This is an optimization exercise on Yosys and OpenROAD, whose aim is small area, not a production implementation.
At most, simulation tests tie the RTL to the original design; equivalence was not proved.
The flow treats the clock pin as an ideal source, which a real chip does not have.
No activity file was given, so power comes from the tool's default toggle rates.

lane 1:
==> flow/design.v <==
module debounce(
    input  btnl,
    input  clk,
    input  stb,      
    input  ph2,      
    input  btn,
    output fire
    );
reg       btn0, btn1, key, rose;
reg [4:0] btn_cnt;
localparam [4:0] C29 = 5'd24, C30 = 5'd16;
assign fire = rose & ph2;
always @(posedge clk or posedge btnl)
begin
    if (btnl)
        begin
            btn0 <= 0;  btn1 <= 0;  btn_cnt <= 0;  key <= 0;
        end
    else if (stb)
        begin
            btn0 <= btn;  btn1 <= btn0;
            if (btn0 ^ btn1)
                btn_cnt <= 0;
            else if (btn_cnt != C30)
                btn_cnt <= {btn_cnt[3:0], ~(btn_cnt[4] ^ btn_cnt[2])};
            if (btn_cnt == C29)
                key <= btn1;
        end
end
always @(posedge clk)
    if (stb)
        rose <= (btn_cnt == C29) & btn1 & ~key;
endmodule
module mch_codec
(
    input   btnl,  
    input   clk,   
    input   btnr,  
    input   btnd,  
    input   [15:0] sw,
    input   rxsd,
    output  reg txsd,
    output  [6:0] seg,
    output  dp,
    output  [3:0] an,
    output  reg [15:0] led
);
assign seg = 7'b1111111;
assign dp  = 1'b0;
reg [4:0] q25p;
reg [1:0] q4p;
localparam [4:0] L0 = 5'd0, L1 = 5'd1, L21 = 5'd22, L22 = 5'd13, L23 = 5'd26, L24 = 5'd20;
wire p99 = (q4p == 2'd3) & (q25p == L24);
wire stb = (q4p == 2'd3) & (q25p == L22);
always @(posedge clk or posedge btnl)
    if (btnl)
        begin q25p <= L21;  q4p <= 2'd3; end
    else if (q25p == L24)
        begin q25p <= L0;  q4p <= q4p + 2'd1; end
    else
        q25p <= {q25p[3:0], ~(q25p[4] ^ q25p[2])};
wire start, lsel_tg;
debounce u_debounce0 (.btnl(btnl), .clk(clk), .stb(stb), .ph2(p99), .btn(btnr), .fire(start));
debounce u_debounce1 (.btnl(btnl), .clk(clk), .stb(stb), .ph2(p99), .btn(btnd), .fire(lsel_tg));
reg lsel;
assign an = {lsel, ~lsel, ~lsel, lsel};
always @(posedge clk or posedge btnl)
    if (btnl)
        lsel <= 1'b0;
    else if (lsel_tg)
        lsel <= ~lsel;
reg [6:0] u;
wire      idle = (u[6:2] == 5'd0);       
always @(posedge clk or posedge btnl)
    if (btnl)
        u <= 0;
    else if (start)
        u <= 4;
    else if (p99 & ~idle)
        u <= (u[6] & u[4] & u[1] & u[0]) ? 7'd0 : u + 1'b1;      
reg [3:0] nib;
reg       sbit;
wire      lt   = (nib < 10);
wire [3:0] low = lt ? nib : nib + 4'd7;
wire      cap  = (q4p == 3) & (q25p == L23) & (u[2:0] == 3'd6);
always @(posedge clk)
    if (cap)
        begin
            sbit <= low[0];
            case (u[4:3])
            2'd3: nib <= sw[15:12];
            2'd0: nib <= sw[11:8];
            2'd1: nib <= sw[7:4];
            default: nib <= sw[3:0];
            endcase
        end
wire [2:0] j = u[2:0];
reg        cbit;
always @*
    case (j)
    3'd0: cbit = 1'b0;
    3'd1: cbit = ~lt;
    3'd2: cbit = lt;
    3'd3: cbit = lt;
    3'd4: cbit = low[3];
    3'd5: cbit = low[2];
    3'd6: cbit = low[1];
    default: cbit = sbit;
    endcase
reg bbit;
always @*
    if (u < 24)         bbit = ~u[1];             
    else if (u < 32)    bbit = (j == 3'd5);       
    else if (u < 64)    bbit = cbit;              
    else                bbit = ~u[1];             
wire sdo = bbit ^ ~q4p[1];
always @(posedge clk or posedge btnl)
    if (btnl)
        txsd <= 1;
    else if ((q25p == L1) & q4p[0])
        begin
            if (idle)           txsd <= 1'b1;
            else if (u < 16)    txsd <= u[1];
            else if (u < 72)    txsd <= sdo;
            else                txsd <= ~u[1];
        end
reg       rd0, rd1, rxing;
reg       chi;
reg [4:0] clo;
reg       pl0, pl1;
reg [7:0] acnt;
reg       bad;         
reg  [6:0] tpd;                  
wire [7:0] rbyte = {tpd, ~rd0};   
wire rR = pl0 & ~pl1;
wire rF = pl1 & ~pl0;
always @(posedge clk or posedge btnl)
    if (btnl)
        begin rd0 <= 1;  rd1 <= 1; end
    else
        begin rd0 <= rxsd;  rd1 <= rd0; end
always @(posedge clk or posedge btnl)
    if (btnl)
        begin rxing <= 0;  chi <= 1; end
    else if (~rxing & rd1 & ~rd0)
        begin rxing <= 1;  chi <= 0; end
    else if (rxing)
        begin
            if (rd0 ^ rd1)
                chi <= 0;
            else if (clo == L24)
                chi <= ~chi;
            if (acnt[7] & acnt[5] & acnt[3] & acnt[1])  rxing <= 0;    
        end
    else
        chi <= 1;
always @(posedge clk)
    if (~rxing | (rd0 ^ rd1) | (clo == L24))
        clo <= L0;
    else
        clo <= {clo[3:0], ~(clo[4] ^ clo[2])};
always @(posedge clk)
    begin pl0 <= chi;  pl1 <= pl0; end
always @(posedge clk)
    if (~rxing)
        acnt <= 0;
    else if (rR)                 
        acnt <= acnt + 1'b1;
always @(posedge clk)
    if (~rxing)
        bad <= 0;
    else if (rR & (((acnt < 24) & (rd0 != acnt[2])) | ((acnt == 8'd38) & (rbyte != 8'hcc))))
        bad <= 1;
reg [3:0] d0, d1, d2, d3;
reg [3:0] v;
reg       x0, x1, cm;
reg [3:0] nb0, nb1, nb2, nb3;
wire       dig   = (rbyte[7:4] == 4'h3) & (rbyte[3:0] < 10);
wire       alp   = (rbyte[7:4] == 4'h4) & (rbyte[3:0] > 0) & (rbyte[3:0] < 7);
wire       rvld  = dig | alp;
wire [3:0] rdec  = rbyte[6] ? rbyte[3:0] + 4'd9 : rbyte[3:0];    
always @(posedge clk)
    if (rR)
        begin
            if (~acnt[0])
                tpd <= rbyte[6:0];
            if (~acnt[7] & (acnt[3:0] == 4'd6))
                case (acnt[5:4])
                2'd0: begin d0 <= rdec;  v[0] <= rvld; end
                2'd1: begin d1 <= rdec;  v[1] <= rvld; end
                2'd2: begin d2 <= rdec;  v[2] <= rvld; end
                2'd3: begin d3 <= rdec;  v[3] <= rvld; end
                endcase
        end
always @(posedge clk or posedge btnl)
    if (btnl)
        begin x0 <= 1;  x1 <= 1;  cm <= 0; end
    else
        begin
            x0 <= pl1;  x1 <= x0;
            cm <= x1 & ~x0 & acnt[7] & ~acnt[4] & acnt[3] & acnt[2] & acnt[1] & ~acnt[0] & ~bad;   
        end
always @(posedge clk or posedge btnl)
    if (btnl)
        begin nb0 <= 0;  nb1 <= 0;  nb2 <= 0;  nb3 <= 0; end
    else if (cm)
        begin
            if (v[0]) nb0 <= d0;
            if (v[1]) nb1 <= d1;
            if (v[2]) nb2 <= d2;
            if (v[3]) nb3 <= d3;
        end
always @(posedge clk or posedge btnl)
    if (btnl)
        led <= 0;
    else if (lsel == 0)
        led <= sw;
    else
        led <= {nb0, nb1, nb2, nb3};
endmodule
clock: 10.0 ns
lec_check: 0
cap_margin: 20
core_margin: 2
core_utilization: 50
slew_margin: 20
standard.sh (not shown) runs the stock make flow with config.mk's settings and CLKGATE_MAP_FILE= SYNTH_SCRIPT=/design/flow/synth_recipe.tcl, a recipe that flattens the netlist after the stock synthesis.
==> flow/flow/run.sh <==
#!/bin/bash
# Layout = the standard ORFS flow (standard.sh), with these changes:
#  - synthesis maps logic with an area-oriented ABC script (flow/area.abc,
#    a 60 s &deepsyn AIG optimization, then area-oriented amap mapping);
#    the synthesis script is otherwise the standard flow's own (synth_recipe.tcl);
#  - ports are buffered with the smallest buffer (buf_1);
#  - CTS inserts no dummy loads, uses clkbuf_4 under a clkbuf_16 root;
#  - tie cells are not split per load;
#  - after CTS, fix_clk.tcl sizes each clock buffer to the smallest clkbuf
#    that keeps the slew at its loads under CLK_SLEW_TARGET.
# Each tool's output goes to its own log file in this folder.
set -euo pipefail
W=$PWD
{ head -n 1 synth_recipe.tcl; cat flow/abc_area.tcl; tail -n +2 synth_recipe.tcl; } > area_synth.tcl
sed "s#SYNTH_SCRIPT=[^ ]*#SYNTH_SCRIPT=$W/area_synth.tcl#" standard.sh > area_standard.sh
grep -q "SYNTH_SCRIPT=$W/area_synth.tcl" area_standard.sh
export AREA_ABC_SCRIPT=$W/flow/area.abc
export BUFFER_PORTS_ARGS="-buffer_cell sky130_fd_sc_hd__buf_1"
export CTS_ARGS="-sink_clustering_enable -repair_clock_nets -root_buf sky130_fd_sc_hd__clkbuf_16 -buf_list sky130_fd_sc_hd__clkbuf_4 -dont_use_dummy_load"
export SKIP_REPAIR_TIE_FANOUT=1
bash area_standard.sh cts > flow_to_cts.log 2>&1
RES_DIR=orfs/results/sky130hd/mch_codec/base CLK_SLEW_TARGET=0.1 \
  openroad -no_init -exit flow/fix_clk.tcl > fix_clk.log 2>&1
bash area_standard.sh > flow_finish.log 2>&1
Other scripts of this flow, unchanged in this note and not shown: flow/flow/abc_area.tcl, flow/flow/area.abc, flow/flow/fix_clk.tcl
Lane 1 went all the way through the flow, and no timing, DRC or antenna check failed.
The following lists how lane 2 was set up differently from lane 1:
diff --git a/flow/design.v b/flow/design.v
--- a/flow/design.v
+++ b/flow/design.v
@@ -71,12 +71,11 @@
         lsel <= ~lsel;
 reg [6:0] u;
-wire      idle = (u[6:2] == 5'd0);       
-always @(posedge clk or posedge btnl)
-    if (btnl)
-        u <= 0;
+always @(posedge clk or posedge btnl)
+    if (btnl)
+        u <= 127;
     else if (start)
         u <= 4;
-    else if (p99 & ~idle)
-        u <= (u[6] & u[4] & u[1] & u[0]) ? 7'd0 : u + 1'b1;      
+    else if (p99)
+        u <= (u[6] & u[4] & u[1] & u[0]) ? 7'd127 : u + 1'b1;    
 reg [3:0] nib;
 reg       sbit;
@@ -120,8 +119,8 @@
     else if ((q25p == L1) & q4p[0])
         begin
-            if (idle)           txsd <= 1'b1;
-            else if (u < 16)    txsd <= u[1];
+            if (u < 16)         txsd <= u[1];
             else if (u < 72)    txsd <= sdo;
-            else                txsd <= ~u[1];
+            else if (u < 84)    txsd <= ~u[1];
+            else                txsd <= 1'b1;
         end
 reg       rd0, rd1, rxing;
Results
[compare] base=lane 1 new=lane 2: power higher; floorplan die height higher; ratio of final minimum period to clock period lower. Synthesized area: lane 1 and lane 2 compared, lower one is lane 1. Sort lane 1 and lane 2 by number of nets produced by synthesis, descending, and lane 2 comes first. On hold slack, lane 1 and lane 2 are neck and neck.
Only the layout flow was run in lane 2; the RTL was not checked for function there.

-- re-timing with driven ports --
How much do the figures lean on ideal ports? The routed layouts below were timed once more, with nothing changed but the port constraints.
Step 1: set_driving_cell puts a clkbuf_16 on clk and a buf_2 on each other input, an assumption about the parent block.
Step 2 adds t to the input delays and takes it off the output delays; t is the mean of the earliest and latest rising clock arrival at the registers after step 1. Input paths then give back, and output paths get back, about the clock's delay inside the block.
a / b / c = no drivers / after step 1 / after step 2; a / b = the first two.
run	t, ns	slack for setup (ns)	worst setup path after step 2	clock arrival spread, ns
lane 1	0.377	6.005 / 5.968 / 6.345	register to output	0.027 / 0.028
lane 2	0.364	6.059 / 6.022 / 6.387	register to output	0.035 / 0.035
After both steps every run listed still meets setup and hold.
